From an optimization exercise on the open Yosys and OpenROAD flow, aimed at a short achievable clock period and low power; shortcuts taken in it are not production practice.
The RTL was checked by simulation tests, not by an equivalence proof against the original design.
Power and IR drop assume default switching activity.

old:
## macs_axi4s
module macs_axi4s #(
    parameter NUM_MACS = 8
) (
    input reset,
    input clk,
    input wire s_axis_tvalid,
    output reg s_axis_tready,
    input wire [127:0] s_axis_tdata,
    output wire [127:0] m_axis_tdata,
    output reg m_axis_tvalid,
    input wire m_axis_tready,
    input wire [15:0] s_axis_tkeep,
    output wire [15:0] m_axis_tkeep,
    input wire s_axis_tlast,
    output reg m_axis_tlast
);
    assign m_axis_tkeep = 16'hffff;
    always @(posedge clk) begin
        m_axis_tlast <= s_axis_tlast;
        if (!reset) begin
            s_axis_tready <= 1'b0;
            m_axis_tvalid <= 1'b0;
        end else begin
            s_axis_tready <= m_axis_tready;
            m_axis_tvalid <= s_axis_tvalid;
        end
    end
    wire en = s_axis_tvalid & m_axis_tready & reset;
    genvar i;
    generate
        for (i = 0; i < NUM_MACS; i = i + 1) begin : lane
            mac_axi4s mac_i (.clk(clk), .reset(reset), .en(en),
                .data(s_axis_tdata[16*i +: 8]), .weight(s_axis_tdata[16*i+8 +: 8]),
                .acc(m_axis_tdata[16*i +: 16]));
        end
    endgenerate
endmodule
make LEC_CHECK=0 CAP_MARGIN=20 CORE_MARGIN=2 CORE_UTILIZATION=40 SLEW_MARGIN=20 finish   # period 5.0 ns
run.sh (not shown) runs the stock make flow with config.mk's settings and CLKGATE_MAP_FILE= SYNTH_SCRIPT=/design/flow/synth_recipe.tcl, a recipe that flattens the netlist after the stock synthesis.
old: complete, dirty (negative setup slack)
Setup changes, old to new
# old
export LEC_CHECK = 0
export CAP_MARGIN = 20
export CORE_MARGIN = 2
export CORE_UTILIZATION = 40
export SLEW_MARGIN = 20
create_clock -name core_clock -period 5.0 [get_ports {clk}]
# new
export LEC_CHECK = 0
export CAP_MARGIN = 20
export CORE_MARGIN = 2
export CORE_UTILIZATION = 65
export CTS_BUF_LIST = sky130_fd_sc_hd__clkbuf_4 sky130_fd_sc_hd__clkbuf_8
export CTS_CLUSTER_DIAMETER = 100
export CTS_CLUSTER_SIZE = 30
export PLACE_DENSITY = 0.75
export SETUP_SLACK_MARGIN = 0.3
export SLEW_MARGIN = 20
create_clock -name core_clock -period 5.0 [get_ports {clk}]
--- outcome ---
The flow for new finished, though final verification flagged negative setup slack. Relative to old, the width of the die of new is lower by 21%. Between old and new, clock network fraction of total power decreased. Compared with old, in new die area lost 38%; slew at the pin closest to its max-slew limit has increased. Count of clock-buffer cells in the layout (higher): old. Of the two values seen for uppermost layer routed, met5 was produced by old and met4 by new. Post-CTS setup buffer count was higher in new than in old. Fmax sits lower in new than in old. Summary: with old as the reference, total power in new moved up by a few percent.

========
## oak
Another version of the RTL of macs_axi4s (not shown whole).
Size in the first run: about 2800 cells after synthesis, about 140 flip-flops, roughly 300 I/O pins, ~25000 µm² of cells after synthesis.
==> flow/config.mk <==
export PLATFORM = sky130hd
export DESIGN_NAME = macs_axi4s
export DESIGN_NICKNAME = macs_axi4s
export VERILOG_FILES = /design/flow/design.v
export SDC_FILE = /design/flow/constraint.sdc
export NUM_CORES = 4
export LEC_CHECK = 0
export CAP_MARGIN = 0
export CORE_MARGIN = 2
export CORE_UTILIZATION = 40
export CTS_BUF_LIST = sky130_fd_sc_hd__clkbuf_4 sky130_fd_sc_hd__clkbuf_8
export GPL_ROUTABILITY_DRIVEN = 0
export GPL_TIMING_DRIVEN = 0
export SETUP_SLACK_MARGIN = 0.1
export SLEW_MARGIN = 0
export SYNTH_HIERARCHICAL = 1
==> flow/constraint.sdc <==
create_clock -name core_clock -period 5.0 [get_ports {clk}]
set_input_delay 1.0000 -clock core_clock [delete_from_list [all_inputs] [get_ports {clk}]]
set_output_delay 1.0000 -clock core_clock [all_outputs]
set_load 0.01 [all_outputs]
standard.sh (not shown) runs the stock make flow with config.mk's settings and CLKGATE_MAP_FILE= SYNTH_SCRIPT=/design/flow/synth_recipe.tcl, a recipe that flattens the netlist after the stock synthesis.
==> flow/flow/run.sh <==
#!/bin/bash
# Own layout flow: the standard flow, run in two parts.
#  1. the standard synthesis, unchanged;
#  2. the rest of the standard flow, with clock tree synthesis told not to add dummy
#     load cells (they only balance the tree and burn clock power), plus any extra ORFS
#     make variables listed one per line in flow/extra_vars.txt.
# Each part's full output goes to its own log file in the work folder.
set -euo pipefail
bash standard.sh synth > flow_synth.log 2>&1
CTS="-sink_clustering_enable -repair_clock_nets -dont_use_dummy_load"
CTS="$CTS -buf_list {sky130_fd_sc_hd__clkbuf_4 sky130_fd_sc_hd__clkbuf_8}"
EXTRA=()
if [[ -f flow/extra_vars.txt ]]; then
  mapfile -t EXTRA < <(grep -v '^#' flow/extra_vars.txt | grep . || true)
fi
bash standard.sh "CTS_ARGS=$CTS" "${EXTRA[@]}" finish > flow_layout.log 2>&1
==> flow/flow/extra_vars.txt <==
RECOVER_POWER=100
No stage failed in oak, and the final checks on the layout all came back clean.
Inputs modified between oak and pine:
- removing GPL_TIMING_DRIVEN (formerly 0)
- changing SETUP_SLACK_MARGIN from 0.1 to 1.0
- removing GPL_ROUTABILITY_DRIVEN (formerly 0)
Notes after the runs:
- Non-clock buffer count (pine vs. oak) increases by more than half
- Sort oak and pine by sequential share of layout area, ascending, and pine comes first.
- Delta (pine minus oak): number of multi-input combinational cells in the layout went up 0.39%, highest clock frequency the design can meet went down about 1%.
#### Input delta (birch over pine)
- GPL_TIMING_DRIVEN newly set to 0
- SETUP_SLACK_MARGIN changed from 1.0 to 0.1
- PLACE_DENSITY newly set to 0.85
- GPL_ROUTABILITY_DRIVEN newly set to 0
- birch ran to completion and came out clean on the timing, design-rule and antenna checks.
- pine reached the final stage; the timing, design-rule and antenna checks on its layout passed.
- birch — critical path depth 3 lower, pine as reference
- Between birch and pine, the sequential-cell power consumption does not differ in any meaningful way.
- [birch vs pine] standby leakage power: lower in birch
- Pin count of the biggest net entering global routing (birch over pine): decrease, 6
- Lower via count among birch and pine: birch
[inputs] maple vs birch
- a change of SETUP_SLACK_MARGIN from 0.1 to 1.0
- a change of PLACE_DENSITY from 0.85 to 0.8
- a deleted GPL_ROUTABILITY_DRIVEN that had been 0
- a deleted GPL_TIMING_DRIVEN that had been 0
- ~same y dimension of the die in maple and birch
- Taking birch as the reference, in maple global-route wire length before repair climbed 9300 µm, setup fix buffers added after clock tree synthesis climbed 43, achievable frequency barely changed.
For cedar, these inputs were changed with respect to maple:
- swapping 0.8 for 0.75 in PLACE_DENSITY
- swapping 40 for 55 in CORE_UTILIZATION
### Flow results
- cedar: all stages done; final checks FAILED (capacitance limit, slew limit).
- The via total after detailed routing of cedar exceeds that of maple by 250.
- Taking maple as the reference, in cedar final design utilization went up 19 points; relative area of non-clock buffer cells in the final design went up by 0.19 points; critical path data required time now sits higher; worst setup slack rose 5.9 ps; wire length per cell grew by about 7%.
- On signed area change from the synthesized netlist to the final layout: between maple and cedar, it ends up higher for maple.
- Going from maple to cedar, number of inserted filler cells in the final layout shrinks by 2085.
- cedar reports a higher pin count of the biggest net entering global routing than maple does.
- There was hardly any difference in total power consumption of the routed design between maple and cedar.
- Measured against cedar, the die height of maple comes out at 1.17 times the reference value.

re-timing with driven ports:
Ports are ideal in the flow. The routed layouts listed here were re-timed in OpenROAD.
Step 1 (the two cells are an assumption about what drives the block):
set clk [get_ports {clk}]
set_driving_cell -lib_cell sky130_fd_sc_hd__clkbuf_16 $clk
set_driving_cell -lib_cell sky130_fd_sc_hd__buf_2 [delete_from_list [all_inputs] $clk]
Step 2 moves the port delays by t, midway between the first and last clock arrival at a register: inputs arrive t later, outputs are due t later. That takes back most of the time a late clock gives input paths.
Three values: ideal ports, drivers, drivers and shift; two values: the first two.
| run | shift t [ns] | setup slack, ns | worst data-port slew with drivers (ns) |
|---|---|---|---|
| old | 0.546 | -0.140 / -0.117 / -0.663 | 0.09 |
| new | 0.643 | -0.338 / -0.402 / -1.045 | 0.13 |
| oak | 0.601 | 0.146 / 0.164 / -0.436 | 0.06 |
| pine | 0.607 | 0.099 / 0.120 / -0.487 | 0.08 |
| birch | 0.596 | 0.133 / 0.122 / -0.474 | 0.07 |
| maple | 0.591 | 0.147 / 0.121 / -0.470 | 0.21 |
| cedar | 0.594 | 0.153 / 0.157 / -0.437 | 0.08 |
The setup slack of new, which loses most, moves by -0.064 ns with the drivers and by -0.707 ns with both steps.
